This design comes from an exercise in tuning for small area, a short achievable clock period and few clock cycles on the open sky130 flow, not from production work.
Where RTL was checked, it was by simulation tests only, not by an equivalence proof against the original.

== main ==
// gift_shop_part1
module gift_shop_part1(
    input clk,
    input rst,
    input [31:0] data_in,
    input valid_in,
    output ready,
    output reg finished,
    output [63:0] result
);
Size: ~2,200 cells after synthesis, roughly 0.026 mm^2 of cells after synthesis.
==> flow/config.mk <==
export PLATFORM = sky130hd
export DESIGN_NAME = gift_shop_part1
export DESIGN_NICKNAME = gift_shop_part1
export VERILOG_FILES = /design/flow/design.v
export SDC_FILE = /design/flow/constraint.sdc
export NUM_CORES = 4
export LEC_CHECK = 0
export CAP_MARGIN = 20
export CORE_MARGIN = 2
export CORE_UTILIZATION = 40
export CTS_BUF_LIST = sky130_fd_sc_hd__clkbuf_16
export CTS_CLUSTER_DIAMETER = 100
export CTS_CLUSTER_SIZE = 25
export PLACE_DENSITY = 0.6
export SETUP_SLACK_MARGIN = 5
export SLEW_MARGIN = 20
==> flow/constraint.sdc <==
create_clock -name core_clock -period 10.0 [get_ports {clk}]
set_input_delay 2.0000 -clock core_clock [delete_from_list [all_inputs] [get_ports {clk}]]
set_output_delay 2.0000 -clock core_clock [all_outputs]
set_load 0.01 [all_outputs]
standard.sh (not shown) runs the stock make flow with config.mk's settings and CLKGATE_MAP_FILE= SYNTH_SCRIPT=/design/flow/synth_recipe.tcl, a recipe that flattens the netlist after the stock synthesis.
==> flow/flow/run.sh <==
#!/bin/bash
set -euo pipefail
R=orfs/results/sky130hd/gift_shop_part1/base
KNOBS=(BUFFER_PORTS_ARGS="-buffer_cell sky130_fd_sc_hd__buf_1" SETUP_SLACK_MARGIN=5.7)
bash standard.sh "${KNOBS[@]}" synth > standard_synth.log 2>&1
cp $R/1_2_yosys.v $R/1_2_yosys.orig.v
python3 flow/polar.py $R/1_2_yosys.orig.v $R/1_2_yosys.v > polar.log 2>&1
rm -f $R/1_synth.odb
bash standard.sh "${KNOBS[@]}" finish > standard_make.log 2>&1
Other scripts of this flow, unchanged in this note and not shown: flow/flow/polar.py
Testbench counts of main, summed over its fixed seeds: cycles 6,976.
The inputs of the feature branch differ from those of main as listed below.
diff --git a/flow/design.v b/flow/design.v
--- a/flow/design.v
+++ b/flow/design.v
@@ -130,46 +130,48 @@
     wire alts = ndc != k2;
     wire [34:0] ms, mc;
     mul_cs mul(.a(xr), .b(yr), .s(ms), .c(mc));
     wire [53:0] ad_s = s2p3 ? {3'd0, scs, 17'd0} : {20'd0, scs};
     wire [53:0] ad_c = s2p3 ? {3'd0, scc, 17'd0} : {20'd0, scc};
     wire [53:0] base = (s2p1 || fresh) ? 54'd0 : acc;
     wire [53:0] a3s = base ^ ad_s ^ ad_c;
     wire [53:0] a3c = (base & ad_s) | (base & ad_c) | (ad_s & ad_c);
     wire [53:0] sum2;
     padd54 aadd(.a(a3s), .b({a3c[52:0], 1'b0}), .ci(1'b0), .y(sum2));
-    reg  r1;
-    wire load1 = s2 && !r1;
-    wire load2 = s2p1 && !r1;
+    wire load1 = s2;
+    wire load2 = s2p1;
     wire want3 = s1p2 || defer3;
-    wire load3 = want3 && !load1 && !r1;
-    wire accw  = (s2p2 || s2p3) && !finished && !r1;
+    wire load3 = want3 && !load1;
     always @(posedge clk) begin
         if (rst) begin
             wc <= 2'd0;
+            sph <= 1'b0;
+            s2 <= 1'b0;
+            s1p1 <= 1'b0; s1p2 <= 1'b0; s1p3 <= 1'b0;
+            s2p1 <= 1'b0; s2p2 <= 1'b0; s2p3 <= 1'b0;
+            defer3 <= 1'b0;
+            fresh <= 1'b1;
             finished <= 1'b0;
         end else begin
+            sph <= valid_in && wc == 2'd2;
+            s2 <= sph;
             if (valid_in) wc <= (wc == 2'd2) ? 2'd0 : wc + 2'd1;
-            if (s2p3 && rcnt == 6'd33 && !r1) finished <= 1'b1;
+            s1p1 <= load1;
+            s1p2 <= load2;
+            s1p3 <= load3;
+            s2p1 <= s1p1;
+            s2p2 <= s1p2;
+            s2p3 <= s1p3;
+            defer3 <= want3 && load1;
+            if ((s2p2 || s2p3) && !finished) fresh <= 1'b0;
+            if (s2p3 && rcnt == 6'd33) finished <= 1'b1;
         end
-        r1 <= rst;
-        sph <= valid_in && wc == 2'd2;
-        s2 <= sph && !r1;
-        s1p1 <= load1;
-        s1p2 <= load2;
-        s1p3 <= load3;
-        s2p1 <= s1p1 && !r1;
-        s2p2 <= s1p2 && !r1;
-        s2p3 <= s1p3 && !r1;
-        defer3 <= want3 && load1;
-        if (r1) fresh <= 1'b1;
-        else if (accw) fresh <= 1'b0;
         eph <= valid_in && wc == 2'd1;
         e2 <= eph;
         altp <= valid_in && (wc == 2'd1 ? alte : wc == 2'd2 ? alts : 1'b0);
         zp <= (ke == 3'd0) || (ndc > k2);
         if (fresh) rcnt <= 6'd0;
         else if (s2p3) rcnt <= rcnt + 6'd1;
         if (valid_in && wc == 2'd0) ra <= data_in;
         if (valid_in && wc == 2'd1) begin
             rb <= data_in;
             ke <= ndc[3:1];
@@ -192,21 +194,21 @@
         if (load2) begin
             th <= sum2[33:18];
             k3 <= ka;
         end
         ws <= ws_n;
         wcr <= wc_n;
         fr <= fx;
         z2 <= zp;
         if (e2) bq <= u_s[16:0];
         else if (eph) bq <= 17'h1ffff;
-        if (accw) acc <= sum2;
+        if ((s2p2 || s2p3) && !finished) acc <= sum2;
         scs <= ms[33:0];
         scc <= mc[33:0];
     end
 endmodule
 module tree_w(input [17:0] v0, input [6:0] v1, input [9:0] v2, input [13:0] v3, input [16:0] v4, output [17:0] ws, output [17:0] wc);
   wire tw_s0 = v4[0] ^ v3[0];
   wire tw_c0 = v4[0] & v3[0];
   wire tw_s1 = v4[1] ^ v3[1] ^ v2[1];
   wire tw_c1 = (v4[1] & v3[1]) | (v4[1] & v2[1]) | (v3[1] & v2[1]);
   wire tw_s2 = v4[2] ^ v3[2] ^ v2[2];
Results
[compare] base=main new=the feature branch: count of nets after finishing picked up an extra 0.73%; total non-filler cell area in the finished layout picked up an extra about 1.2%; sequential share of layout area lost 0.40 points; mean number of vias per cell lost 0.050.
Delta (the feature branch minus main): required time of the critical path held, area growth from synthesis to layout increased 1.2 points, worst setup slack -98 ps, mean cell area of the mapped netlist saw a decrease.
Compared to main, the feature branch has number of buffers inserted to repair setup after CTS 6 lower.
Sort main and the feature branch by multi-input gate area in the final layout, descending, and the feature branch comes first.
The RTL of the feature branch was laid out without a check of its function.

-- static timing again, ports no longer ideal --
In the flow no input, the clock included, has a driving cell. The finished layouts below were timed again as built, in two steps.
Step 1: set_driving_cell puts a clkbuf_16 on clk and a buf_2 on each other input, an assumption about the parent block.
Step 2 moves the port delays by t, midway between the first and last clock arrival at a register: inputs arrive t later, outputs are due t later. That takes back most of the time a late clock gives input paths.
Three values: ideal ports, drivers, drivers and shift; two values: the first two.
run	t, ns	slack for setup (ns)	hold WS [ns]	latest minus earliest clock arrival (ns)	cell pins on the clock port's net
main	0.594	5.731 / 5.706 / 5.591	0.349 / 0.349 / 0.349	0.034 / 0.034	1
the feature branch	0.605	5.633 / 5.596 / 5.596	0.335 / 0.335 / 0.335	0.054 / 0.054	1
After both steps every run listed still meets setup and hold. For main, which loses most, drivers alone change the setup slack by -0.025 ns; drivers and shift together by -0.140 ns.
